What follows belongs to an exercise in optimizing a design on an open flow for small area; a production flow would make more cautious choices. Only simulation tests tie the RTL to the original design; equivalence was not proved. Power and IR drop assume default switching activity.

==> design/flow/design.v <==
module config_regfile
    #(parameter REGNUM = 256)
    (output logic [REGNUM-1:0][7:0] config_bits,  
    output logic [7:0] read_data,            
    input logic [7:0] write_addr,            
    input logic [7:0] write_data,            
    input logic [7:0] read_addr,             
    input logic write,                       
    input logic read,                        
    input logic load_config_defaults,        
    input logic clk,                         
    input logic reset_n                      
);
localparam TRUE = 1;
localparam FALSE = 0;
localparam SILENT = 0;
localparam VERBOSE = 1;           
localparam MAGIC_NUMBER = 32'h89_50_4E_47;
localparam PIXEL_TRIM = 0;
localparam GLOBAL_THRESH = 64;
localparam CSA_CTRL = 65;
localparam CSA_ENABLE = 66;
localparam IBIAS_TDAC = 74;
localparam IBIAS_COMP = 75;
localparam IBIAS_BUFFER = 76;
localparam IBIAS_CSA = 77;
localparam IBIAS_VREF= 78;
localparam IBIAS_VCM = 79;
localparam IBIAS_TPULSE = 80;
localparam REFGEN = 81;
localparam DAC_VREF = 82;
localparam ADC_IBIAS_DELAY = 83;
localparam BYPASS_SELECT = 84;
localparam CSA_MONITOR_SEL = 92;
localparam CSA_TEST_ENABLE = 100;    
localparam CSA_TEST_DAC = 108;
localparam IMONITOR0 = 109;
localparam IMONITOR1 = 110;
localparam VMONITOR0 = 111;
localparam VMONITOR1 = 112;
localparam VMONITOR2 = 113;
localparam DMONITOR0 = 114;
localparam DMONITOR1 = 115;
localparam FIFO_HW_LSB = 116;
localparam FIFO_HW_MSB = 117;
localparam TOTAL_PACKETS_LSB = 118;
localparam TOTAL_PACKETS_MSB = 119;
localparam DROPPED_PACKETS = 120;
localparam ADC_HOLD_DELAY = 120;
localparam CHIP_ID = 122;
localparam DIGITAL = 123;
localparam ENABLE_PISO_UP = 124;
localparam ENABLE_PISO_DOWN = 125;
localparam ENABLE_POSI = 126;
localparam ANALOG_MONITOR = 127;
localparam ENABLE_TRIG_MODES = 128;
localparam SHADOW_RESET_LENGTH = 129;
localparam ADC_BURST = 130; 
localparam CHANNEL_MASK = 131;
localparam EXTERN_TRIG_MASK = 139;
localparam CROSS_TRIG_MASK = 147;
localparam PER_TRIG_MASK = 155;
localparam RESET_CYCLES = 163;
localparam PER_TRIG_CYC = 166;
localparam ENABLE_ADC_MODES = 170;
localparam RESET_THRESHOLD = 171;
localparam MIN_DELTA_ADC = 172;
localparam DIGITAL_THRESHOLD = 173;
localparam LIGHTPIX0 = 237;
localparam LIGHTPIX1 = 238;
localparam TRX0 = 239;
localparam TRX1 = 240;
localparam TRX2 = 241;
localparam TRX3 = 242;
localparam TRX4 = 243;
localparam TRX5 = 244;
localparam TRX6 = 245;
localparam TRX7 = 246;
localparam TRX8 = 247;
localparam TRX9 = 248;
localparam TRX10 = 249;
localparam TRX11 = 250;
localparam TRX12 = 251;
localparam TRX13 = 252;
localparam TRX14 = 253;
localparam TRX15 = 254;
localparam TRX16 = 255;
localparam DATA_OP = 2'b01;
localparam CONFIG_WRITE_OP = 2'b10;
localparam CONFIG_READ_OP = 2'b11;
localparam WRITE = 1;
localparam READ = 0;
always_ff @(posedge clk or negedge reset_n) begin
    if (!reset_n) begin
        read_data <= 8'b0;
        for (int i = 0; i < 64; i++) begin
            config_bits[PIXEL_TRIM + i] <= 8'h10;
        end        
        config_bits[GLOBAL_THRESH] <= 8'hFF;
        config_bits[CSA_CTRL] <= 8'h04;
        for (int i = 0; i < 8; i++) begin
            config_bits[CSA_ENABLE + i] <= 8'h00;
        end
        config_bits[IBIAS_TDAC] <= 8'h08;
        config_bits[IBIAS_COMP] <= 8'h08;
        config_bits[IBIAS_BUFFER] <= 8'h08;
        config_bits[IBIAS_CSA] <= 8'h08;
        config_bits[IBIAS_VREF] <= 8'h08;
        config_bits[IBIAS_VCM] <= 8'h08;
        config_bits[IBIAS_TPULSE] <= 8'h05;
        config_bits[REFGEN] <= 8'h50;
        config_bits[DAC_VREF] <= 8'hDE;
        config_bits[ADC_IBIAS_DELAY] <= 8'h08;
        for (int i = 0; i < 8; i++) begin
            config_bits[BYPASS_SELECT + i] <= 8'h00;
        end
        for (int i = 0; i < 8; i++) begin
            config_bits[CSA_MONITOR_SEL + i] <= 8'h00;
        end
        for (int i = 0; i < 8; i++) begin
            config_bits[CSA_TEST_ENABLE + i] <= 8'hFF;
        end
        config_bits[CSA_TEST_DAC] <= 8'h00;
        config_bits[IMONITOR0] <= 8'h00;
        config_bits[IMONITOR1] <= 8'h00;
        config_bits[VMONITOR0] <= 8'h00;
        config_bits[VMONITOR1] <= 8'h00;
        config_bits[VMONITOR2] <= 8'h00;
        config_bits[DMONITOR0] <= 8'h00;
        config_bits[DMONITOR1] <= 8'h00;
        config_bits[FIFO_HW_LSB] <= 8'h00;
        config_bits[FIFO_HW_MSB] <= 8'h00;
        config_bits[TOTAL_PACKETS_LSB] <= 8'h00;
        config_bits[TOTAL_PACKETS_MSB] <= 8'h00;
        config_bits[DROPPED_PACKETS] <= 8'h00;
        for (int i = 0; i < 2; i++) begin
            config_bits[ADC_HOLD_DELAY + i] <= 8'h00;
        end
        config_bits[CHIP_ID] <= 8'h01;
        config_bits[DIGITAL] <= 8'h90;
        config_bits[ENABLE_PISO_UP] <= 8'h00;
        config_bits[ENABLE_PISO_DOWN] <= 8'h00;
        config_bits[ENABLE_POSI] <= 8'h0F;
        config_bits[ANALOG_MONITOR] <= 8'h00;
        config_bits[ENABLE_TRIG_MODES] <= 8'h60;
        config_bits[SHADOW_RESET_LENGTH] <= 8'h00;
        config_bits[ADC_BURST] <= 8'h00;
        for (int i = 0; i< 8; i++) begin
            config_bits[CHANNEL_MASK + i] <= 8'hFF;
        end
        for (int i = 0; i < 8; i++) begin
            config_bits[EXTERN_TRIG_MASK + i] <= 8'hFF;
        end
        for (int i = 0; i < 8; i++) begin
            config_bits[CROSS_TRIG_MASK + i] <= 8'hFF;
        end
        for (int i = 0; i < 8; i++) begin
            config_bits[PER_TRIG_MASK + i] <= 8'hFF;
        end
        for (int i = 0; i < 3; i++) begin
            if (i == 1)
                config_bits[RESET_CYCLES + i] <= 8'h10;
            else
                config_bits[RESET_CYCLES + i] <= 8'h00;
        end
        for (int i = 0; i < 4; i++) begin
            config_bits[PER_TRIG_CYC + i] <= 8'h0;
        end
        config_bits[ENABLE_ADC_MODES] <= 8'h4C;
        config_bits[MIN_DELTA_ADC] <= 8'b00;
        config_bits[RESET_THRESHOLD] <= 8'hFF;
        for (int i = 0; i < 64; i++) begin
            config_bits[DIGITAL_THRESHOLD + i] <= 8'b00;
        end
        config_bits[LIGHTPIX0] <= 8'h20;
        config_bits[LIGHTPIX1] <= 8'h1E;
        config_bits[TRX0] <= 8'h88;
        config_bits[TRX1] <= 8'h88;
        config_bits[TRX2] <= 8'h88;
        config_bits[TRX3] <= 8'h88;
        config_bits[TRX4] <= 8'h00;
        config_bits[TRX5] <= 8'h00;
        config_bits[TRX6] <= 8'h00;
        config_bits[TRX7] <= 8'h00;
        config_bits[TRX8] <= 8'h04;
        config_bits[TRX9] <= 8'h02;
        config_bits[TRX10] <= 8'h02;
        config_bits[TRX11] <= 8'h02;
        config_bits[TRX12] <= 8'h00;
        config_bits[TRX13] <= 8'h00;
        config_bits[TRX14] <= 8'h00;
        config_bits[TRX15] <= 8'h55;
        config_bits[TRX16] <= 8'h55;
    end 
    else begin
        if (load_config_defaults) begin
        for (int i = 0; i < 64; i++) begin
            config_bits[PIXEL_TRIM + i] <= 8'h10;
        end        
        config_bits[GLOBAL_THRESH] <= 8'hFF;
        config_bits[CSA_CTRL] <= 8'h04;
        for (int i = 0; i < 8; i++) begin
            config_bits[CSA_ENABLE + i] <= 8'h00;
        end
        config_bits[IBIAS_TDAC] <= 8'h08;
        config_bits[IBIAS_COMP] <= 8'h08;
        config_bits[IBIAS_BUFFER] <= 8'h08;
        config_bits[IBIAS_CSA] <= 8'h08;
        config_bits[IBIAS_VREF] <= 8'h08;
        config_bits[IBIAS_VCM] <= 8'h08;
        config_bits[IBIAS_TPULSE] <= 8'h05;
        config_bits[REFGEN] <= 8'h50;
        config_bits[DAC_VREF] <= 8'hDE;
        config_bits[ADC_IBIAS_DELAY] <= 8'h08;
        for (int i = 0; i < 8; i++) begin
            config_bits[BYPASS_SELECT + i] <= 8'h00;
        end
        for (int i = 0; i < 8; i++) begin
            config_bits[CSA_MONITOR_SEL + i] <= 8'h00;
        end
        for (int i = 0; i < 8; i++) begin
            config_bits[CSA_TEST_ENABLE + i] <= 8'hFF;
        end
        config_bits[CSA_TEST_DAC] <= 8'h00;
        config_bits[IMONITOR0] <= 8'h00;
        config_bits[IMONITOR1] <= 8'h00;
        config_bits[VMONITOR0] <= 8'h00;
        config_bits[VMONITOR1] <= 8'h00;
        config_bits[VMONITOR2] <= 8'h00;
        config_bits[DMONITOR0] <= 8'h00;
        config_bits[DMONITOR1] <= 8'h00;
        config_bits[FIFO_HW_LSB] <= 8'h00;
        config_bits[FIFO_HW_MSB] <= 8'h00;
        config_bits[TOTAL_PACKETS_LSB] <= 8'h00;
        config_bits[TOTAL_PACKETS_MSB] <= 8'h00;
        config_bits[DROPPED_PACKETS] <= 8'h00;
        for (int i = 0; i < 2; i++) begin
            config_bits[ADC_HOLD_DELAY + i] <= 8'h00;
        end
        config_bits[CHIP_ID] <= 8'h01;
        config_bits[DIGITAL] <= 8'h90;
        config_bits[ENABLE_PISO_UP] <= 8'h00;
        config_bits[ENABLE_PISO_DOWN] <= 8'h00;
        config_bits[ENABLE_POSI] <= 8'h0F;
        config_bits[ANALOG_MONITOR] <= 8'h00;
        config_bits[ENABLE_TRIG_MODES] <= 8'h60;
        config_bits[SHADOW_RESET_LENGTH] <= 8'h00;
        config_bits[ADC_BURST] <= 8'h00;
        for (int i = 0; i< 8; i++) begin
            config_bits[CHANNEL_MASK + i] <= 8'hFF;
        end
        for (int i = 0; i < 8; i++) begin
            config_bits[EXTERN_TRIG_MASK + i] <= 8'hFF;
        end
        for (int i = 0; i < 8; i++) begin
            config_bits[CROSS_TRIG_MASK + i] <= 8'hFF;
        end
        for (int i = 0; i < 8; i++) begin
            config_bits[PER_TRIG_MASK + i] <= 8'hFF;
        end
        for (int i = 0; i < 3; i++) begin
            if (i == 1)
                config_bits[RESET_CYCLES + i] <= 8'h10;
            else
                config_bits[RESET_CYCLES + i] <= 8'h00;
        end
        for (int i = 0; i < 4; i++) begin
            config_bits[PER_TRIG_CYC + i] <= 8'h0;
        end
        config_bits[ENABLE_ADC_MODES] <= 8'h4C;
        config_bits[MIN_DELTA_ADC] <= 8'b00;
        config_bits[RESET_THRESHOLD] <= 8'hFF;
        for (int i = 0; i < 64; i++) begin
            config_bits[DIGITAL_THRESHOLD + i] <= 8'b00;
        end
        config_bits[LIGHTPIX0] <= 8'h20;
        config_bits[LIGHTPIX1] <= 8'h1E;
        config_bits[TRX0] <= 8'h88;
        config_bits[TRX1] <= 8'h88;
        config_bits[TRX2] <= 8'h88;
        config_bits[TRX3] <= 8'h88;
        config_bits[TRX4] <= 8'h00;
        config_bits[TRX5] <= 8'h00;
        config_bits[TRX6] <= 8'h00;
        config_bits[TRX7] <= 8'h00;
        config_bits[TRX8] <= 8'h04;
        config_bits[TRX9] <= 8'h02;
        config_bits[TRX10] <= 8'h02;
        config_bits[TRX11] <= 8'h02;
        config_bits[TRX12] <= 8'h00;
        config_bits[TRX13] <= 8'h00;
        config_bits[TRX14] <= 8'h00;
        config_bits[TRX15] <= 8'h55;
        config_bits[TRX16] <= 8'h55;
        end  
        if (write) begin       
            config_bits[write_addr] <= write_data;
        end  
        if (read) begin
            read_data <= config_bits[read_addr];
        end  
    end     
end  
endmodule
module uart_rx
    #(parameter WIDTH = 64)
    (output logic [WIDTH-1:0] rx_data,     
    output logic rx_empty,           
    output logic parity_error,       
    input logic rx_in,               
    input logic uld_rx_data,         
    input logic rx_enable,           
    input logic clk,              
    input logic reset_n);            
logic [WIDTH-1:0] rx_reg;
logic [WIDTH-1:0] rx_buffer;
logic rx_sample_cnt;
logic [7:0] rx_cnt;  
logic rx_d1;
logic rx_d2;
logic rx_busy;
always_ff @ (posedge clk or negedge reset_n) begin
    if (!reset_n) begin
        rx_reg <= 0; 
        rx_data <= 0;
        rx_buffer <= 0;
        rx_sample_cnt <= 1'b0;
        rx_cnt <= 8'b0;
        rx_empty <= 1'b1;
        rx_d1 <= 1'b1;
        rx_d2 <= 1'b1;
        rx_busy <= 1'b0;
        parity_error <= 1'b0;
    end else if (rx_enable) begin
        rx_sample_cnt <= 1'b1;
        rx_d1 <= rx_in;
        rx_d2 <= rx_d1;
        if (uld_rx_data) begin
            rx_data  <= rx_buffer;
            rx_empty <= 1'b1;
        end
        if (!rx_busy && !rx_d2) begin
            rx_busy <= 1'b1;
            rx_sample_cnt <= 1'b1;
            rx_cnt <= 8'h01;
        end
        if (rx_busy) begin
            rx_cnt <= rx_cnt + 1'b1; 
            if ((rx_cnt >= 8'd1) && (rx_cnt <= WIDTH)) begin
                rx_reg[rx_cnt - 1'b1] <= rx_d2;
            end
                if (rx_cnt > WIDTH) begin
                    rx_busy <= 1'b0;
                    rx_empty <= 1'b0;
                    rx_buffer <= rx_reg[WIDTH-1:0];
                    if ( (rx_reg[WIDTH-1]) != (~^rx_reg[WIDTH-2:0]))
                        parity_error <= 1'b1;
                    else
                        parity_error <= 1'b0;
                end
        end 
    end
end  
endmodule
module uart_tx
    #(parameter WIDTH = 64)
    (output logic tx_out,            
    output logic tx_busy,            
    input logic [WIDTH-1:0] tx_data,      
    input logic ld_tx_data,          
    input logic tx_enable,           
    input logic clk,               
    input logic reset_n);            
logic [WIDTH-1:0] tx_reg;
logic [7:0] tx_cnt;
always_ff @(negedge clk or negedge reset_n) begin
    if (!reset_n) begin
        tx_reg <= 0;
        tx_busy <= 1'b0;
        tx_out <= 1'b1;
        tx_cnt <= 8'b0;
    end 
    else if (tx_enable) begin
        if (ld_tx_data) begin
            tx_reg   <= tx_data;
            tx_busy <= 1'b1;
        end
        if (tx_busy) begin
            tx_cnt <= tx_cnt + 1'b1;
            if (tx_cnt == 8'b0) begin
                tx_out <= 1'b0;
            end
            if (tx_cnt > 8'b0 && tx_cnt <= WIDTH) begin
                tx_out <= tx_reg[tx_cnt - 1'b1];
            end
            if (tx_cnt > WIDTH) begin
                tx_out <= 1'b1;
                tx_cnt <= 8'b0;
                tx_busy <= 1'b0;
            end
        end
    end 
    else begin
        tx_reg  <= tx_reg;
        tx_busy <= tx_busy;
        tx_out  <= tx_out;
        tx_cnt  <= tx_cnt;
    end
end  
endmodule
module uart
    #(parameter WIDTH = 64,     
    parameter FIFO_BITS = 11)
    (output logic [WIDTH-1:0] rx_data,  
    output logic rx_empty,    
    output logic tx_out,      
    output logic tx_busy,         
    input logic rx_in,            
    input logic uld_rx_data,      
    input logic [WIDTH-1:0] fifo_data, 
    input logic [31:0] timestamp_32b,  
    input logic ld_tx_data,      
    input logic rx_enable,       
    input logic tx_enable,       
    input logic clk,      
    input logic reset_n);   
logic [WIDTH-1:0] uart_tx_data;  
logic parity_error;  
uart_tx 
    #(.WIDTH(WIDTH)
    ) uart_tx_inst (
    .tx_out         (tx_out),
    .tx_busy        (tx_busy),
    .tx_data        (fifo_data),
    .ld_tx_data     (ld_tx_data),
    .clk            (clk),
    .tx_enable      (tx_enable),
    .reset_n        (reset_n)
    );
uart_rx
    #(.WIDTH(WIDTH)
    ) uart_rx_inst (
    .rx_data        (rx_data[WIDTH-1:0]),
    .rx_empty       (rx_empty),
    .parity_error   (parity_error),
    .rx_in          (rx_in),
    .uld_rx_data    (uld_rx_data),
    .rx_enable      (rx_enable),
    .clk            (clk),
    .reset_n        (reset_n)
    );
endmodule
module fifo_rd_ctrl_async
    (output logic read_fifo_n,   
    output logic ld_tx_data,     
    input logic tx_busy,         
    input logic fifo_empty,      
    input logic write_fifo_n,    
    input logic clk,             
    input logic reset_n);        
enum logic [1:0]  
            {READY          = 2'h0,
            GET_FIFO_DATA   = 2'h1,
            WAIT_STATE      = 2'h2,
            TRANSFER        = 2'h3} State, Next;
logic [5:0] timeout;  
always_ff @(posedge clk or negedge reset_n)
    if (!reset_n)
        State <= READY;
    else
        State <= Next;
always_comb begin
    Next = READY;
    case (State)
        READY:  if (tx_busy)       Next = READY;  
                else if (!fifo_empty)    Next = GET_FIFO_DATA;
                else                Next = READY;
        GET_FIFO_DATA:              Next = WAIT_STATE;
        WAIT_STATE:                Next = TRANSFER;
        TRANSFER: if (tx_busy | (timeout == 6'h3F))      Next = READY;
                  else              Next = TRANSFER;
    endcase
end  
always_ff @(posedge clk  or negedge reset_n)
    if (!reset_n) begin
        read_fifo_n <= 1'b1;
        ld_tx_data <= 1'b0;
        timeout <= 6'b0;
    end else begin
        read_fifo_n <= 1'b1;
        ld_tx_data <= 1'b0;
        timeout <= 6'b0;
        case(Next)
            READY:          ;
            GET_FIFO_DATA:  begin 
                                read_fifo_n <= 1'b0;
                            end
            WAIT_STATE:     ;
            TRANSFER:       begin
                                ld_tx_data <= 1'b1;
                                timeout <= timeout + 1'b1;
                            end
            default:        ;
        endcase
    end  
endmodule
module hydra_ctrl
    #(parameter WIDTH = 64)   
    (output logic [WIDTH-1:0] tx_data0,    
    output logic [WIDTH-1:0] tx_data1,    
    output logic [WIDTH-1:0] tx_data2,    
    output logic [WIDTH-1:0] tx_data3,    
    output logic [3:0] uld_rx_data_uart,  
    output logic [3:0] ld_tx_data_uart,  
    output logic [3:0] rx_enable,              
    output logic [3:0] tx_enable,              
    output logic tx_busy_any,    
    output logic rx_data_flag,       
    output logic [WIDTH-1:0] rx_data,  
    input logic [WIDTH-1:0] rx_data0,         
    input logic [WIDTH-1:0] rx_data1,         
    input logic [WIDTH-1:0] rx_data2,         
    input logic [WIDTH-1:0] rx_data3,         
    input logic [3:0] enable_piso_upstream,  
    input logic [3:0] enable_piso_downstream,  
    input logic [3:0] enable_posi,  
    input logic [WIDTH-1:0] fifo_data,  
    input logic ld_tx_data,      
    input logic [3:0] tx_busy,  
    input logic comms_busy,     
    input logic [3:0] rx_empty_uart,  
    input logic clk,                 
    input logic reset_n);       
enum logic [2:0]  
            {READY = 3'h0,
            WAIT_STATE = 3'h1,
            LOAD_RX_DATA = 3'h2,
            WAIT_FOR_COMMS = 3'h3,
            NEXT_DATA = 3'h4} State, Next;
logic downstream_flag;           
logic ld_tx_data_latched;
logic [3:0] rx_data_flag_uart;
logic [3:0] clear_rx_data_flag_uart;
logic [1:0] wait_counter;  
logic [5:0] timeout;  
always_comb begin
    rx_enable = enable_posi;
    tx_enable = enable_piso_upstream | enable_piso_downstream;
    tx_busy_any = |tx_busy;
end
always_ff @(posedge clk or negedge reset_n) begin
    if (!reset_n) begin
        downstream_flag <= 1'b0;
        ld_tx_data_latched <= 1'b0;
    end 
    else begin
        if (ld_tx_data) begin
            ld_tx_data_latched <= 1'b1;
            downstream_flag <= fifo_data[62];
        end
        else begin
            ld_tx_data_latched <= 1'b0;
            downstream_flag <= 1'b0;
        end
    end
end
always_ff @(posedge clk or negedge reset_n) begin
    if (!reset_n)
        State <= READY;
    else
        State <= Next;
end  
always_comb begin
    Next = READY;
    case (State)
        READY: if (|rx_data_flag_uart)          Next = WAIT_STATE;
               else                             Next = READY;
        WAIT_STATE: if (wait_counter == 2'b10)  Next = LOAD_RX_DATA;
                else                            Next = WAIT_STATE;
        LOAD_RX_DATA:                           Next = WAIT_FOR_COMMS;
        WAIT_FOR_COMMS: if (comms_busy)         Next = WAIT_FOR_COMMS;
               else if (timeout == 6'h2F)       Next = NEXT_DATA;
               else                             Next = NEXT_DATA;
        NEXT_DATA: if (rx_data_flag_uart != 4'b0) Next = WAIT_STATE;
               else                             Next = READY;
        default:                                Next = READY;
    endcase
end  
always_ff @(posedge clk or negedge reset_n) begin
    if (!reset_n) begin
        rx_data <= 64'b0;
        timeout <= 6'b0;
        clear_rx_data_flag_uart <= 4'b0;
        rx_data_flag <= 1'b0;
        wait_counter <= 2'b00;
    end
    else begin
        clear_rx_data_flag_uart <= 4'b0;
        rx_data_flag <= 1'b0;
        wait_counter <= 2'b00;
        case (Next)
            READY: begin
                timeout <= 6'b0;
            end
            WAIT_STATE: begin
                wait_counter <= wait_counter + 1'b1;
            end
            LOAD_RX_DATA: begin
                if (rx_data_flag_uart[0]) begin
                    rx_data <= rx_data0;
                    clear_rx_data_flag_uart[0] <= 1'b1;
                    rx_data_flag <= 1'b1;
                end
                else if (rx_data_flag_uart[1]) begin
                    rx_data <= rx_data1;
                    clear_rx_data_flag_uart[1] <= 1'b1;
                    rx_data_flag <= 1'b1;
                end
                else if (rx_data_flag_uart[2]) begin
                    rx_data <= rx_data2;
                    clear_rx_data_flag_uart[2] <= 1'b1;
                    rx_data_flag <= 1'b1;
                end
                else if (rx_data_flag_uart[3]) begin
                    rx_data <= rx_data3;
                    clear_rx_data_flag_uart[3] <= 1'b1;
                    rx_data_flag <= 1'b1;
                end 
            end  
            WAIT_FOR_COMMS: begin
                timeout <= timeout + 1'b1;
            end
            NEXT_DATA: begin
                timeout <= 6'b0;
            end
            default:    ;
        endcase
    end
end  
always_ff @(posedge clk or negedge reset_n) begin
    if (!reset_n) begin
        rx_data_flag_uart <= 4'b0;
        uld_rx_data_uart <= 4'b0;
    end 
    else begin
        for (int i = 0; i < 4; i++) begin
            if (clear_rx_data_flag_uart[i]) begin
                rx_data_flag_uart[i] <= 1'b0;
            end
            if (!rx_empty_uart[i]) begin
                uld_rx_data_uart[i] <= 1'b1;
                if (enable_posi[i]) begin
                    rx_data_flag_uart[i] <= 1'b1;
                end
            end
            else begin
                uld_rx_data_uart[i] <= 1'b0;
            end
        end  
    end  
end  
always_ff @(posedge clk or negedge reset_n) begin
    if (!reset_n) begin
        tx_data0 <= 63'b0;
        tx_data1 <= 63'b0;
        tx_data2 <= 63'b0;
        tx_data3 <= 63'b0;
        ld_tx_data_uart <= 4'b0;
    end
    else begin
        ld_tx_data_uart <= 4'b0;
        if (downstream_flag) begin  
            if (ld_tx_data_latched & enable_piso_downstream[0]) begin
                tx_data0 <= fifo_data;
                ld_tx_data_uart[0] <= 1'b1;
            end
            if (ld_tx_data_latched & enable_piso_downstream[1]) begin
                tx_data1 <= fifo_data;
                ld_tx_data_uart[1] <= 1'b1;
            end
            if (ld_tx_data_latched & enable_piso_downstream[2]) begin
                tx_data2 <= fifo_data;
                ld_tx_data_uart[2] <= 1'b1;
            end
            if (ld_tx_data_latched & enable_piso_downstream[3]) begin
                tx_data3 <= fifo_data;
                ld_tx_data_uart[3] <= 1'b1;
            end
        end 
        else begin  
            if (ld_tx_data_latched & enable_piso_upstream[0] == 1'b1) begin
                tx_data0 <= fifo_data;
                ld_tx_data_uart[0] <= 1'b1;
            end
            if (ld_tx_data_latched & enable_piso_upstream[1] == 1'b1) begin
                tx_data1 <= fifo_data;
                ld_tx_data_uart[1] <= 1'b1;
            end
            if (ld_tx_data_latched & enable_piso_upstream[2] == 1'b1) begin
                tx_data2 <= fifo_data;
                ld_tx_data_uart[2] <= 1'b1;
            end
            if (ld_tx_data_latched & enable_piso_upstream[3] == 1'b1) begin
                tx_data3 <= fifo_data;
                ld_tx_data_uart[3] <= 1'b1;
            end
        end
    end  
end   
endmodule  
module comms_ctrl
    #(parameter WIDTH = 64,
    parameter GLOBAL_ID = 255)       
    (output logic [WIDTH-1:0] output_event,   
    output logic [7:0] regmap_write_data,  
    output logic [7:0] regmap_address,  
    output logic [15:0] total_packets,  
    output logic write_fifo_n,     
    output logic read_fifo_n,     
    output logic ld_tx_data,       
    output logic write_regmap,     
    output logic read_regmap,        
    output logic comms_busy,     
    output logic send_config_data,  
    output logic fifo_ack,           
    input logic [WIDTH-1:0] rx_data,    
    input logic [WIDTH-1:0] pre_event,  
    input logic [7:0] chip_id,         
    input logic [7:0] regmap_read_data,        
    input logic [11:0] fifo_counter,   
    input logic enable_data_stats,   
    input logic rx_data_flag,         
    input logic fifo_empty,        
    input logic tx_busy,          
    input logic load_event,       
    input logic clk,             
    input logic reset_n);       
enum logic [3:0]  
            {READY = 4'h0,
            CONFIG_WRITE = 4'h1,
            CONFIG_WRITE_MAILBOX_LSB = 4'h2,
            CONFIG_WRITE_MAILBOX_MSB = 4'h3,
            CONFIG_READ = 4'h4,
            CONFIG_READ_LATCH = 4'h5,
            PASS_ALONG = 4'h6,
            PASS_ALONG_CONFIG = 4'h7,
            PASS_ALONG_CONFIG2 = 4'h8,
            WAIT_FOR_WRITE = 4'h9,
            WRITE_FIFO = 4'ha,
            WAIT_STATE = 4'hb,
            DROPPED_PACKET = 4'hc,
            DONE       = 4'hd} State, Next;
localparam TRUE = 1;
localparam FALSE = 0;
localparam SILENT = 0;
localparam VERBOSE = 1;           
localparam MAGIC_NUMBER = 32'h89_50_4E_47;
localparam PIXEL_TRIM = 0;
localparam GLOBAL_THRESH = 64;
localparam CSA_CTRL = 65;
localparam CSA_ENABLE = 66;
localparam IBIAS_TDAC = 74;
localparam IBIAS_COMP = 75;
localparam IBIAS_BUFFER = 76;
localparam IBIAS_CSA = 77;
localparam IBIAS_VREF= 78;
localparam IBIAS_VCM = 79;
localparam IBIAS_TPULSE = 80;
localparam REFGEN = 81;
localparam DAC_VREF = 82;
localparam ADC_IBIAS_DELAY = 83;
localparam BYPASS_SELECT = 84;
localparam CSA_MONITOR_SEL = 92;
localparam CSA_TEST_ENABLE = 100;    
localparam CSA_TEST_DAC = 108;
localparam IMONITOR0 = 109;
localparam IMONITOR1 = 110;
localparam VMONITOR0 = 111;
localparam VMONITOR1 = 112;
localparam VMONITOR2 = 113;
localparam DMONITOR0 = 114;
localparam DMONITOR1 = 115;
localparam FIFO_HW_LSB = 116;
localparam FIFO_HW_MSB = 117;
localparam TOTAL_PACKETS_LSB = 118;
localparam TOTAL_PACKETS_MSB = 119;
localparam DROPPED_PACKETS = 120;
localparam ADC_HOLD_DELAY = 120;
localparam CHIP_ID = 122;
localparam DIGITAL = 123;
localparam ENABLE_PISO_UP = 124;
localparam ENABLE_PISO_DOWN = 125;
localparam ENABLE_POSI = 126;
localparam ANALOG_MONITOR = 127;
localparam ENABLE_TRIG_MODES = 128;
localparam SHADOW_RESET_LENGTH = 129;
localparam ADC_BURST = 130; 
localparam CHANNEL_MASK = 131;
localparam EXTERN_TRIG_MASK = 139;
localparam CROSS_TRIG_MASK = 147;
localparam PER_TRIG_MASK = 155;
localparam RESET_CYCLES = 163;
localparam PER_TRIG_CYC = 166;
localparam ENABLE_ADC_MODES = 170;
localparam RESET_THRESHOLD = 171;
localparam MIN_DELTA_ADC = 172;
localparam DIGITAL_THRESHOLD = 173;
localparam LIGHTPIX0 = 237;
localparam LIGHTPIX1 = 238;
localparam TRX0 = 239;
localparam TRX1 = 240;
localparam TRX2 = 241;
localparam TRX3 = 242;
localparam TRX4 = 243;
localparam TRX5 = 244;
localparam TRX6 = 245;
localparam TRX7 = 246;
localparam TRX8 = 247;
localparam TRX9 = 248;
localparam TRX10 = 249;
localparam TRX11 = 250;
localparam TRX12 = 251;
localparam TRX13 = 252;
localparam TRX14 = 253;
localparam TRX15 = 254;
localparam TRX16 = 255;
localparam DATA_OP = 2'b01;
localparam CONFIG_WRITE_OP = 2'b10;
localparam CONFIG_READ_OP = 2'b11;
localparam WRITE = 1;
localparam READ = 0;
logic load_mailbox;          
logic ch_fifo_high_water;    
logic fifo_high_water_executed;    
logic ch_total_packets;      
logic ch_bad_packets;        
logic parity_error;          
logic magic_number;          
logic [15:0] fifo_high_water;  
logic [11:0] fifo_mag;       
logic [15:0] bad_packets;    
logic [2:0] read_latency;    
logic global_read_flag;      
logic [3:0] timeout;         
logic ld_tx_data_fifo;       
always_comb begin
    ld_tx_data = ld_tx_data_fifo || send_config_data;
    fifo_mag = (fifo_counter - 1'b1);
    magic_number = rx_data[57:26];
end  
always_comb begin
    if ((rx_data[WIDTH-1]) != ~^rx_data[WIDTH-2:0])
        parity_error = 1'b1;
    else
        parity_error = 1'b0;
end  
always_ff @(posedge clk or negedge reset_n) begin
    if (!reset_n) begin
        fifo_high_water <= 11'b0;
        ch_fifo_high_water <= 1'b0;
    end 
    else if (ch_fifo_high_water && fifo_high_water_executed) begin
        ch_fifo_high_water <= 1'b0;
    end
    else if (fifo_mag > fifo_high_water) begin
        fifo_high_water <= {4'b0,(fifo_mag)};
        ch_fifo_high_water <= 1'b1;
    end
end  
always_ff @(posedge clk or negedge reset_n) begin
    if (!reset_n)
        load_mailbox <= 1'b0;
    else if (load_mailbox == 1'b0) begin
        if (ch_fifo_high_water || ch_total_packets || ch_bad_packets) begin
            load_mailbox <= 1'b1;
        end
    end
    else begin 
            load_mailbox <= 1'b0;
    end
end  
always_ff @(posedge clk or negedge reset_n) begin
    if (!reset_n)
        State <= READY;
    else
        State <= Next;
end  
always_comb begin
    Next = READY;
    case (State)
        READY:  if ( (rx_data_flag) 
                    && (((rx_data[1:0] == CONFIG_WRITE_OP)
                    || (rx_data[1:0] == CONFIG_READ_OP))
                    && ((rx_data[57:26] != MAGIC_NUMBER)
                    || (parity_error == 1'b1))) ) Next = DROPPED_PACKET;
                else if ((rx_data_flag) && (rx_data[1:0] == 2'b00)) Next = DROPPED_PACKET; 
                else if ( (rx_data_flag) && (rx_data[1:0] == CONFIG_WRITE_OP) 
                    && ( (rx_data[9:2] == chip_id) 
                    || (rx_data[9:2] == GLOBAL_ID) ) ) 
                                                        Next = CONFIG_WRITE;
                else if ( (rx_data_flag) && (rx_data[1:0] == CONFIG_READ_OP) 
                    && ( (rx_data[9:2] == chip_id) 
                    || (rx_data[9:2] == GLOBAL_ID) ) )  Next = CONFIG_READ;
                else if ( (rx_data_flag) 
                    && ((rx_data[1:0] == CONFIG_WRITE_OP)
                    || (rx_data[1:0] == CONFIG_READ_OP)) ) Next = PASS_ALONG_CONFIG;
                else if (rx_data_flag)                  Next = PASS_ALONG;
                else if (load_event)              Next = WAIT_FOR_WRITE;
                else if (load_mailbox)            Next = CONFIG_WRITE_MAILBOX_LSB;
                else                                    Next = READY;
        CONFIG_WRITE:   if (rx_data[9:2] == GLOBAL_ID)  Next = PASS_ALONG;
                else                                    Next = WAIT_STATE;
        CONFIG_WRITE_MAILBOX_LSB:                       Next = CONFIG_WRITE_MAILBOX_MSB;
        CONFIG_WRITE_MAILBOX_MSB:                       Next = WAIT_STATE;
        CONFIG_READ: if (read_latency == 3'b101) Next = CONFIG_READ_LATCH;
                else                                    Next = CONFIG_READ;
        CONFIG_READ_LATCH:                              Next = WAIT_STATE;
        PASS_ALONG:                                     Next = WRITE_FIFO;
        PASS_ALONG_CONFIG:                       Next = PASS_ALONG_CONFIG2;
        PASS_ALONG_CONFIG2:                              Next = WAIT_STATE;
        WAIT_FOR_WRITE:                                 Next = WRITE_FIFO;
        WRITE_FIFO:  if ( (rx_data[9:2] == GLOBAL_ID) 
                     && (global_read_flag == 1'b1))     Next = PASS_ALONG;
                     else                               Next = WAIT_STATE;
        WAIT_STATE: if ( (enable_data_stats)
                        && (ch_total_packets 
                        || ch_fifo_high_water)) Next = CONFIG_WRITE_MAILBOX_LSB;
                    else if (!rx_data_flag || (timeout == 4'hF)) Next = READY;
                    else                                Next = WAIT_STATE;
        DROPPED_PACKET:                                     Next = READY;
        default:                                        Next = READY;
    endcase
end  
always_ff @(posedge clk or negedge reset_n) begin
    if (!reset_n) begin
        write_fifo_n <= 1'b1;
        output_event <= 64'b0;
        write_regmap <= 1'b0;
        read_regmap <= 1'b0;
        regmap_address <= 8'b0;
        regmap_write_data <= 8'h0;
        read_latency <= 3'b0;
        global_read_flag <= 1'b0;
        timeout <= 4'b0;
        comms_busy <= 1'b0;
        send_config_data <= 1'b0;
        bad_packets <= 16'b0;
        ch_bad_packets <= 1'b0;
        total_packets <= 16'b0;
        ch_total_packets <= 1'b0;
        fifo_ack <= 1'b0;
        fifo_high_water_executed <= 1'b0;
    end
    else begin
        write_fifo_n <= 1'b1;
        write_regmap <= 1'b0;
        read_regmap <= 1'b0;
        regmap_address <= 8'b0;
        regmap_write_data <= 8'h0;
        read_latency <= 3'b0;
        timeout <= 4'b0;
        comms_busy <= 1'b1;
        send_config_data <= 1'b0;
        fifo_ack <= 1'b0;
        fifo_high_water_executed <= 1'b0;
       case (Next)
        READY:       begin
                        comms_busy <= 1'b0;
                    end
        CONFIG_WRITE: begin
                        regmap_address <= rx_data[17:10];
                        regmap_write_data <= rx_data[25:18];
                        write_regmap <= 1'b1;
                    end
        CONFIG_WRITE_MAILBOX_LSB: begin
                        write_regmap <= 1'b1;
                        if (ch_total_packets == 1'b1) begin
                            regmap_address <= TOTAL_PACKETS_LSB;
                            regmap_write_data <= total_packets[7:0];
                        end
                        else if (ch_bad_packets == 1'b1) begin
                            regmap_address <= DROPPED_PACKETS;
                            regmap_write_data <= bad_packets[7:0];
                            ch_bad_packets <= 1'b0;
                        end
                        else if (ch_fifo_high_water == 1'b1) begin
                            regmap_address <= FIFO_HW_LSB;
                            regmap_write_data <= fifo_high_water[7:0];
                        end
                     end
        CONFIG_WRITE_MAILBOX_MSB: begin
                        write_regmap <= 1'b1;
                        if (ch_total_packets == 1'b1) begin
                            regmap_address <= TOTAL_PACKETS_MSB;
                            regmap_write_data <= total_packets[15:8];
                            ch_total_packets <= 1'b0;
                        end
                        else if (ch_fifo_high_water == 1'b1) begin
                            regmap_address <= FIFO_HW_MSB;
                            regmap_write_data <= fifo_high_water[15:8];
                            fifo_high_water_executed <= 1'b1;
                        end
                     end
        CONFIG_READ: begin
                        output_event <= rx_data;
                        output_event[62] <= 1'b1;  
                        output_event[25:18] <= regmap_read_data;
                        output_event[9:2] <= chip_id;
                        regmap_address <= rx_data[17:10];
                        read_regmap <= 1'b1;
                        read_latency <= read_latency + 1'b1;
                        if (rx_data[9:2] == GLOBAL_ID) begin
                            global_read_flag <= 1'b1;
                        end
                     end
        CONFIG_READ_LATCH:  begin
                        output_event[63] <= ~^output_event[62:0]; 
                        send_config_data <= 1'b1;
                    end
        PASS_ALONG: begin
                        output_event <= rx_data;
                        global_read_flag <= 1'b0;
                    end
        PASS_ALONG_CONFIG: begin
                        output_event <= rx_data;
                    end
        PASS_ALONG_CONFIG2: begin
                        output_event <= rx_data;
                        send_config_data <= 1'b1;
                    end
        WAIT_FOR_WRITE: begin
                            output_event <= pre_event;
                            total_packets <= total_packets + 1'b1;
                            ch_total_packets <= 1'b1;
                        end
        WRITE_FIFO: begin
                        write_fifo_n <= 1'b0;
                        fifo_ack <= 1'b1;
                    end
        WAIT_STATE: begin
                        timeout <= timeout + 1'b1;
                    end
        DROPPED_PACKET: begin
                        bad_packets <= bad_packets + 1'b1;
                        ch_bad_packets <= 1'b1;
                    end
        default:    ;
        endcase
    end
end  
fifo_rd_ctrl_async
    fifo_rd_ctrl_async_inst (
    .read_fifo_n    (read_fifo_n),
    .ld_tx_data     (ld_tx_data_fifo),
    .tx_busy        (tx_busy),
    .fifo_empty     (fifo_empty),
    .write_fifo_n   (write_fifo_n),
    .clk            (clk),
    .reset_n        (reset_n)
    );   
endmodule
module external_interface
    #(parameter WIDTH = 64,  
    parameter GLOBAL_ID = 256,       
    parameter REGNUM = 256,
    parameter FIFO_BITS = 11)
    (output logic [3:0] tx_out ,      
    output logic [WIDTH-1:0] output_event,  
    output logic [REGNUM-1:0][7:0] config_bits, 
    output logic [3:0] tx_enable,    
    output logic [3:0] total_packets_lsbs,  
    output logic write_fifo_n,       
    output logic read_fifo_n,        
    output logic fifo_ack,           
    input logic [WIDTH-1:0] tx_data, 
    input logic [7:0] chip_id,       
    input logic [WIDTH-1:0] pre_event,  
    input logic fifo_full,             
    input logic fifo_half,             
    input logic fifo_empty,            
    input logic load_event,            
    input logic load_config_defaults,  
    input logic [31:0] timestamp_32b,  
    input logic [3:0] enable_piso_upstream,  
    input logic [3:0] enable_piso_downstream,  
    input logic [3:0] enable_posi,  
    input logic [3:0] rx_in,                 
    input logic enable_fifo_diagnostics,  
    input logic enable_data_stats,  
    input logic [FIFO_BITS:0] fifo_counter,   
    input logic clk,                   
    input logic reset_n_clk,  
    input logic reset_n_config);  
logic [15:0] total_packets;  
logic [WIDTH-1:0] data;  
logic fifo_full_delayed;  
logic fifo_half_delayed;  
logic rx_data_flag;
logic [3:0] rx_empty_uart;
logic [3:0] uld_rx_data_uart;
logic ld_tx_data;
logic [3:0] ld_tx_data_uart;
logic [3:0] rx_enable;
logic [3:0] tx_busy;
logic tx_busy_any;  
logic [WIDTH-1:0] rx_data_uart [3:0];
logic [WIDTH-1:0] tx_data_uart [3:0];
logic [WIDTH-1:0] rx_data;
logic [7:0] regmap_write_data;
logic [7:0] regmap_read_data;
logic [7:0] regmap_address;
logic write_regmap;
logic read_regmap;
logic comms_busy;
logic send_config_data;  
always_comb begin
    total_packets_lsbs = total_packets[3:0];
end  
always_ff @(posedge clk or negedge reset_n_clk) begin
    if (!reset_n_clk) begin
        data <= 0;
    end 
    else begin
        if ( (chip_id == output_event[9:2]) && (output_event[1:0] == 2'b11) )
            data <= {output_event[63:62],fifo_full_delayed,fifo_half_delayed,output_event[59:0]};
        else if ( (output_event[1:0] == 2'b11) 
                || (output_event[1:0] == 2'b10)) 
            data <= output_event;
        else  
            data <= tx_data;
    end
end  
always_ff @(posedge clk or negedge reset_n_clk)
    if (!reset_n_clk) begin
        fifo_full_delayed <= 1'b0;
        fifo_half_delayed <= 1'b0;
    end 
    else begin
        fifo_full_delayed <= fifo_full;
        fifo_half_delayed <= fifo_half;
    end
genvar i;
generate
    for (i = 0; i < 4; i++) begin : UART
        uart
            #(.WIDTH(WIDTH),
            .FIFO_BITS(FIFO_BITS))
            uart_inst (
                .rx_data                (rx_data_uart[i]),
                .rx_empty               (rx_empty_uart[i]),
                .tx_out                 (tx_out[i]),
                .tx_busy                (tx_busy[i]),   
                .rx_in                  (rx_in[i]),
                .uld_rx_data            (uld_rx_data_uart[i]),
                .fifo_data              (tx_data_uart[i]),
                .timestamp_32b          (timestamp_32b),
                .ld_tx_data             (ld_tx_data_uart[i]),
                .rx_enable              (rx_enable[i]),
                .tx_enable              (tx_enable[i]),
                .clk                    (clk),
                .reset_n                (reset_n_clk)
            );
    end  
endgenerate
hydra_ctrl
    hydra_ctrl_inst (
    .tx_data0               (tx_data_uart[0]),
    .tx_data1               (tx_data_uart[1]),
    .tx_data2               (tx_data_uart[2]),
    .tx_data3               (tx_data_uart[3]),
    .uld_rx_data_uart       (uld_rx_data_uart),
    .ld_tx_data_uart        (ld_tx_data_uart),
    .rx_enable              (rx_enable),
    .tx_enable              (tx_enable),
    .tx_busy_any            (tx_busy_any),
    .rx_data_flag           (rx_data_flag),
    .rx_data                (rx_data),
    .rx_data0               (rx_data_uart[0]),
    .rx_data1               (rx_data_uart[1]),
    .rx_data2               (rx_data_uart[2]),
    .rx_data3               (rx_data_uart[3]),
    .enable_piso_upstream   (enable_piso_upstream),
    .enable_piso_downstream (enable_piso_downstream),
    .enable_posi            (enable_posi),
    .fifo_data              (data),
    .ld_tx_data             (ld_tx_data),
    .tx_busy                (tx_busy),
    .comms_busy             (comms_busy),
    .rx_empty_uart          (rx_empty_uart),
    .clk                    (clk),
    .reset_n                (reset_n_clk)
    );
comms_ctrl
    #(.WIDTH(WIDTH),
    .GLOBAL_ID(GLOBAL_ID)
    ) comms_ctrl_inst (
    .output_event       (output_event),
    .regmap_write_data  (regmap_write_data),
    .regmap_address     (regmap_address),
    .total_packets      (total_packets),
    .write_fifo_n       (write_fifo_n),
    .read_fifo_n        (read_fifo_n),
    .ld_tx_data         (ld_tx_data),
    .write_regmap       (write_regmap),
    .read_regmap        (read_regmap),
    .comms_busy         (comms_busy),
    .send_config_data   (send_config_data),
    .fifo_ack           (fifo_ack),
    .rx_data            (rx_data),
    .pre_event          (pre_event),
    .chip_id            (chip_id),
    .regmap_read_data   (regmap_read_data),
    .fifo_counter       (fifo_counter),
    .enable_data_stats  (enable_data_stats),
    .rx_data_flag       (rx_data_flag),
    .fifo_empty         (fifo_empty),
    .tx_busy            (tx_busy_any),
    .load_event         (load_event),
    .clk                (clk),
    .reset_n            (reset_n_clk)
);
config_regfile
    #(.REGNUM(REGNUM)
     ) config_regfile_inst (
    .config_bits           (config_bits),
    .read_data             (regmap_read_data),
    .write_addr            (regmap_address), 
    .write_data            (regmap_write_data),
    .read_addr             (regmap_address),
    .write                 (write_regmap),
    .read                  (read_regmap),
    .load_config_defaults  (load_config_defaults),
    .clk                   (clk),
    .reset_n               (reset_n_config)
);
endmodule
module larpix_comms
    (output logic [3:0] piso,             
    output logic [3:0] tx_enable,         
    output logic [63:0] output_event,     
    output logic write_fifo_n,            
    output logic read_fifo_n,             
    output logic fifo_ack,                
    output logic [3:0] total_packets_lsbs,  
    input logic [3:0] posi,               
    input logic [63:0] tx_data,           
    input logic [63:0] pre_event,         
    input logic fifo_full,                
    input logic fifo_half,                
    input logic fifo_empty,               
    input logic load_event,               
    input logic [31:0] timestamp_32b,     
    input logic [11:0] fifo_counter,      
    input logic clk,                      
    input logic reset_n);                 
localparam TRUE = 1;
localparam FALSE = 0;
localparam SILENT = 0;
localparam VERBOSE = 1;           
localparam MAGIC_NUMBER = 32'h89_50_4E_47;
localparam PIXEL_TRIM = 0;
localparam GLOBAL_THRESH = 64;
localparam CSA_CTRL = 65;
localparam CSA_ENABLE = 66;
localparam IBIAS_TDAC = 74;
localparam IBIAS_COMP = 75;
localparam IBIAS_BUFFER = 76;
localparam IBIAS_CSA = 77;
localparam IBIAS_VREF= 78;
localparam IBIAS_VCM = 79;
localparam IBIAS_TPULSE = 80;
localparam REFGEN = 81;
localparam DAC_VREF = 82;
localparam ADC_IBIAS_DELAY = 83;
localparam BYPASS_SELECT = 84;
localparam CSA_MONITOR_SEL = 92;
localparam CSA_TEST_ENABLE = 100;    
localparam CSA_TEST_DAC = 108;
localparam IMONITOR0 = 109;
localparam IMONITOR1 = 110;
localparam VMONITOR0 = 111;
localparam VMONITOR1 = 112;
localparam VMONITOR2 = 113;
localparam DMONITOR0 = 114;
localparam DMONITOR1 = 115;
localparam FIFO_HW_LSB = 116;
localparam FIFO_HW_MSB = 117;
localparam TOTAL_PACKETS_LSB = 118;
localparam TOTAL_PACKETS_MSB = 119;
localparam DROPPED_PACKETS = 120;
localparam ADC_HOLD_DELAY = 120;
localparam CHIP_ID = 122;
localparam DIGITAL = 123;
localparam ENABLE_PISO_UP = 124;
localparam ENABLE_PISO_DOWN = 125;
localparam ENABLE_POSI = 126;
localparam ANALOG_MONITOR = 127;
localparam ENABLE_TRIG_MODES = 128;
localparam SHADOW_RESET_LENGTH = 129;
localparam ADC_BURST = 130; 
localparam CHANNEL_MASK = 131;
localparam EXTERN_TRIG_MASK = 139;
localparam CROSS_TRIG_MASK = 147;
localparam PER_TRIG_MASK = 155;
localparam RESET_CYCLES = 163;
localparam PER_TRIG_CYC = 166;
localparam ENABLE_ADC_MODES = 170;
localparam RESET_THRESHOLD = 171;
localparam MIN_DELTA_ADC = 172;
localparam DIGITAL_THRESHOLD = 173;
localparam LIGHTPIX0 = 237;
localparam LIGHTPIX1 = 238;
localparam TRX0 = 239;
localparam TRX1 = 240;
localparam TRX2 = 241;
localparam TRX3 = 242;
localparam TRX4 = 243;
localparam TRX5 = 244;
localparam TRX6 = 245;
localparam TRX7 = 246;
localparam TRX8 = 247;
localparam TRX9 = 248;
localparam TRX10 = 249;
localparam TRX11 = 250;
localparam TRX12 = 251;
localparam TRX13 = 252;
localparam TRX14 = 253;
localparam TRX15 = 254;
localparam TRX16 = 255;
localparam DATA_OP = 2'b01;
localparam CONFIG_WRITE_OP = 2'b10;
localparam CONFIG_READ_OP = 2'b11;
localparam WRITE = 1;
localparam READ = 0;
logic [255:0][7:0] config_bits;
logic [7:0] chip_id;
logic load_config_defaults;
logic enable_fifo_diagnostics;
logic enable_data_stats;
logic [3:0] enable_piso_upstream;
logic [3:0] enable_piso_downstream;
logic [3:0] enable_posi;
always_comb begin
    chip_id = config_bits[CHIP_ID][7:0];
    load_config_defaults = config_bits[DIGITAL][1];
    enable_fifo_diagnostics = config_bits[DIGITAL][2];
    enable_data_stats = config_bits[DIGITAL][7];
    enable_piso_upstream = config_bits[ENABLE_PISO_UP][3:0];
    enable_piso_downstream = config_bits[ENABLE_PISO_DOWN][3:0];
    enable_posi = config_bits[ENABLE_POSI][3:0];
end
external_interface
    #(.WIDTH(64),
    .GLOBAL_ID(255),
    .REGNUM(256),
    .FIFO_BITS(11)
    ) external_interface_inst (
    .tx_out                     (piso),
    .output_event               (output_event),
    .config_bits                (config_bits),
    .tx_enable                  (tx_enable),
    .total_packets_lsbs         (total_packets_lsbs),
    .write_fifo_n               (write_fifo_n),
    .read_fifo_n                (read_fifo_n),
    .fifo_ack                   (fifo_ack),
    .tx_data                    (tx_data),
    .chip_id                    (chip_id),
    .pre_event                  (pre_event),
    .fifo_full                  (fifo_full),
    .fifo_half                  (fifo_half),
    .fifo_empty                 (fifo_empty),
    .load_event                 (load_event),
    .load_config_defaults       (load_config_defaults),
    .timestamp_32b              (timestamp_32b),
    .enable_piso_upstream       (enable_piso_upstream),
    .enable_piso_downstream     (enable_piso_downstream),
    .enable_posi                (enable_posi),
    .rx_in                      (posi),
    .enable_fifo_diagnostics    (enable_fifo_diagnostics),
    .enable_data_stats          (enable_data_stats),
    .fifo_counter               (fifo_counter),
    .clk                        (clk),
    .reset_n_clk                (reset_n),
    .reset_n_config             (reset_n)
    );
endmodule
==> design/flow/run.sh <==
#!/bin/bash
# synth_recipe.tcl (not shown) runs the flow's synth.tcl, then flattens the netlist and writes it again
# the make line also repeats each setting of config.mk as NAME=value (left out here)
make -C /OpenROAD-flow-scripts/flow DESIGN_CONFIG=/design/flow/config.mk WORK_HOME=/design/flow/orfs CLKGATE_MAP_FILE= SYNTH_SCRIPT=/design/flow/synth_recipe.tcl finish
==> design/flow/config.mk <==
export PLATFORM = sky130hd
export DESIGN_NAME = larpix_comms
export DESIGN_NICKNAME = larpix_comms
export VERILOG_FILES = /design/flow/design.v
export SDC_FILE = /design/flow/constraint.sdc
export NUM_CORES = 4
export LEC_CHECK = 0
export CAP_MARGIN = 20
export CORE_MARGIN = 2
export CORE_UTILIZATION = 40
export SLEW_MARGIN = 20
==> design/flow/constraint.sdc <==
create_clock -name core_clock -period 10.0 [get_ports {clk}]
set_input_delay 2.0000 -clock core_clock [delete_from_list [all_inputs] [get_ports {clk}]]
set_output_delay 2.0000 -clock core_clock [all_outputs]
set_load 0.01 [all_outputs]
==> out/results.md <==
• timing/DRC/antenna clean — outcome
• 3727 — #FFs+latches synth
• sky130_fd_sc_hd__nand2_1 — count leader, synth
• 10.8 µm² — average cell area after synthesis
• 0.238 — global-route usage over all layers
• 8 — number of search-and-repair iterations in the first detailed-routing pass
• 5.73 — vias per cell
• 15400 — number of nets at the end of the flow
• 1740 ps — dpl ws
• 0.559 — share of the yosys chip area belonging to registers
• 4 — maximum clock path buffer count
• 256 — largest net degree at the start of global routing
• 8000 ps — CP Data Required Time
• external_interface_inst.config_regfile_inst.config_bits — Largest Register
• 0 — count of maximum capacitance violations
• 116000 — vias in the first global route
• sky130_fd_sc_hd__dfrtp_1 — most common flop cell mapped by yosys
• 0.935 — final weighted congestion in routability-driven placement
• 0 — remaining global-route overflow
• 796 ps — final setup slack of the worst path
• 1.00 — proportion of synthesized flip-flops having asynchronous set or reset
• 12.3% — signed area change from the synthesized netlist to the final layout
• 334000 µm — final HPWL from detailed placement
• flop to flop — Hold Path Class
• 5 — H-Tree Level Count
• 237 — Core Rows
• sky130_fd_sc_hd__clkbuf_16 — root cell of the clock tree
• 228 — number of buffers added on ports
• 640 ps — biggest cell delay along the critical path
• 12700 — violation count after the first detailed-route iteration
• 0 — count of flip-flops with a built-in enable after synthesis
• done — clock tree from TritonCTS
• 1 — combined buffer and inverter count along the critical path
• 3727 — number of sinks handled by clock tree synthesis
• flop to output pin — critical path class
• 15800 — post-synth net total
• sky130_fd_sc_hd__dfrtp_1 (44%), sky130_fd_sc_hd__mux4_2 (9.5%), sky130_fd_sc_hd__o21ai_0 (8.4%) — top cells by area in the synthesized netlist
• 0.168 mm² — cell area after technology mapping
• 24.5 µm — average wire length per cell after detail routing
• 0 ps — total negative slack for setup checks
• 0 — number of buffers inserted to repair setup after CTS
• 38300 — fillcell total
• 2048 — flip-flop count of the largest register after layout
• no — RSZ-0062 raised after global routing
• 423 ps — Hold Worst Slack
• 0 — post-CTS sizing
• 80.7 nW — reported leakage power
• 28 — antenna violations before repair
• 0 — hold buffer count at CTS
• 261 — I/O Pins
• 980 ps — worst-skew pair later-pin latency
• 0.402 — effective utilization at floorplan
• 0.441 — top cell type's share of synthesized area
• clkdlybuf4s50_1 — series of cell instances along the critical path
• 0.418 mm² — area of the core
• 1320 ps — Tightest Pin Transition
• sky130_fd_sc_hd__nand2_1 (3164), sky130_fd_sc_hd__dfrtp_1 (2961), sky130_fd_sc_hd__o21ai_0 (2827), sky130_fd_sc_hd__clkbuf_1 (1088), sky130_fd_sc_hd__mux2_2 (860) — synth cell count leaders
• 2 — largest fanout on the critical path
• 775000 µm — global-route wire length before repair
• 0.118 — remaining max-slew budget at the tightest pin
• 0.420 mV — Peak supply drop
• 0 — Setup violations, final
• 76 — Distinct cells, synth
• flip-flops — top cell family by delay on the critical path
• sky130_fd_sc_hd__dfrtp_1 — cell type with the highest aggregate area in the netlist
• 15500 — post-synthesis instance total
• 652 µm — die width
• 120000 — via count of the routed design
• 10 — synth warn
• 7200 ps — critical path arrival
• 400 — cts bufs inserted
• output pin — sort of element at the end of the critical path
• 652 µm — y dimension of the die
• 0 — Final Hold Violating Endpoints
• 0.425 mm² — full die area
• 513000 µm — total wire length
• 0 — Final Max Tran Viols
• 60 ps — register clock-pin slew on the reported worst setup and hold paths
• flop — critical path startpoint category
• 89.5 ps — final worst clock skew
• 235 mW/mm² — Pwr per Cell Area
• 0 — count of antenna-violating nets left after detailed routing
• 0.197 — layout cells sized above 1
• sky130_fd_sc_hd__dfstp_2 — cell with the biggest individual delay on the critical path
• 44.3 mW — Design Power
• 0 — Post-route DRC
[cell usage in the layout, fill, tap and decap left out, types with 90 or more instances in the layout]
cell type | Yosys | routed
sky130_fd_sc_hd__nand2_1 | 3164 | 3150
sky130_fd_sc_hd__clkbuf_1 | 1088 | 109
sky130_fd_sc_hd__a21oi_1 | 320 | 320
sky130_fd_sc_hd__a221oi_1 | 90 | 90
sky130_fd_sc_hd__buf_4 | 14 | 204
sky130_fd_sc_hd__clkbuf_16 | 0 | 411
sky130_fd_sc_hd__o21ai_0 | 2827 | 2827
sky130_fd_sc_hd__mux4_2 | 706 | 706
sky130_fd_sc_hd__dfstp_2 | 474 | 474
sky130_fd_sc_hd__a22oi_1 | 100 | 100
sky130_fd_sc_hd__mux2_2 | 860 | 860
sky130_fd_sc_hd__nor2_1 | 477 | 433
sky130_fd_sc_hd__xnor2_1 | 150 | 149
sky130_fd_sc_hd__dfrtn_1 | 292 | 292
sky130_fd_sc_hd__inv_1 | 139 | 135
sky130_fd_sc_hd__dfrtp_1 | 2961 | 2945
sky130_fd_sc_hd__clkdlybuf4s50_1 | 0 | 227
sky130_fd_sc_hd__nand3_1 | 696 | 694
sky130_fd_sc_hd__nor3_1 | 221 | 200
[cells by family after synthesis]
| family | Yosys count | synth area share |
|---|---|---|
| multiplexers | 1632 | 0.157 |
| flip-flops | 3727 | 0.559 |
| AO/OA/AOI/OAI | 3593 | 0.115 |
| adder cells (fa/ha/maj) | 83 | 0.00618 |
| AND/OR/NAND/NOR | 4816 | 0.119 |
| XOR/XNOR | 241 | 0.0126 |
| buffers and inverters | 1401 | 0.0320 |
[per-stage QoR]
step	cells	area (µm²)	utilization
after floorplan	15500	168000	-
after global routing	21000	189000	0.452
final	21000	189000	0.452
after detailed placement	20200	175000	0.418
after global placement	20200	175000	0.418
after CTS	20900	188000	0.451
[final timing paths]
| kind | start | slack (ps) | end | depth (start not counted) |
|---|---|---|---|---|
| max | flop | 800 | piso[1] | 1 |
| min | flop | 420 | flop | 1 |
| max reg2reg | flop | 2240 | flop | 4 |
| max in group asynchronous | reset_n | 2870 | async pin | 2 |
| min reg2reg | flop | 420 | flop | 1 |
| min in group asynchronous | reset_n | 1050 | async pin | 1 |
[area by class of cell]
class,instances,area [µm²],share of cell area
antenna,20,50.0,0.000265
clock buffer,601,11800,0.0626
clock inverter,150,1860,0.00984
inverter,144,581,0.00308
multi-input combinational,10400,69100,0.366
sequential,3727,93900,0.498
tap,5497,6880,0.0365
timing repair buffer,465,4450,0.0236
[power breakdown]
group / total (mW) / switching [mW] / leakage (nW) / internal (mW)
Clock: 15.4 / 6.37 / 6.72 / 9.05
Sequential: 18.4 / 1.83 / 49.8 / 16.5
Combinational: 10.5 / 6.80 / 24.1 / 3.68
[routing by layer]
layer	wire [µm]	vias to the layer above	part of all wire	global-route usage
met5	90	-	0.00018	0
met1	223000	61500	0.44	0.340
met3	35600	854	0.069	0.0422
met2	235000	4010	0.46	0.366
met4	19100	10	0.037	0.0814
li1	-	53700	-	-
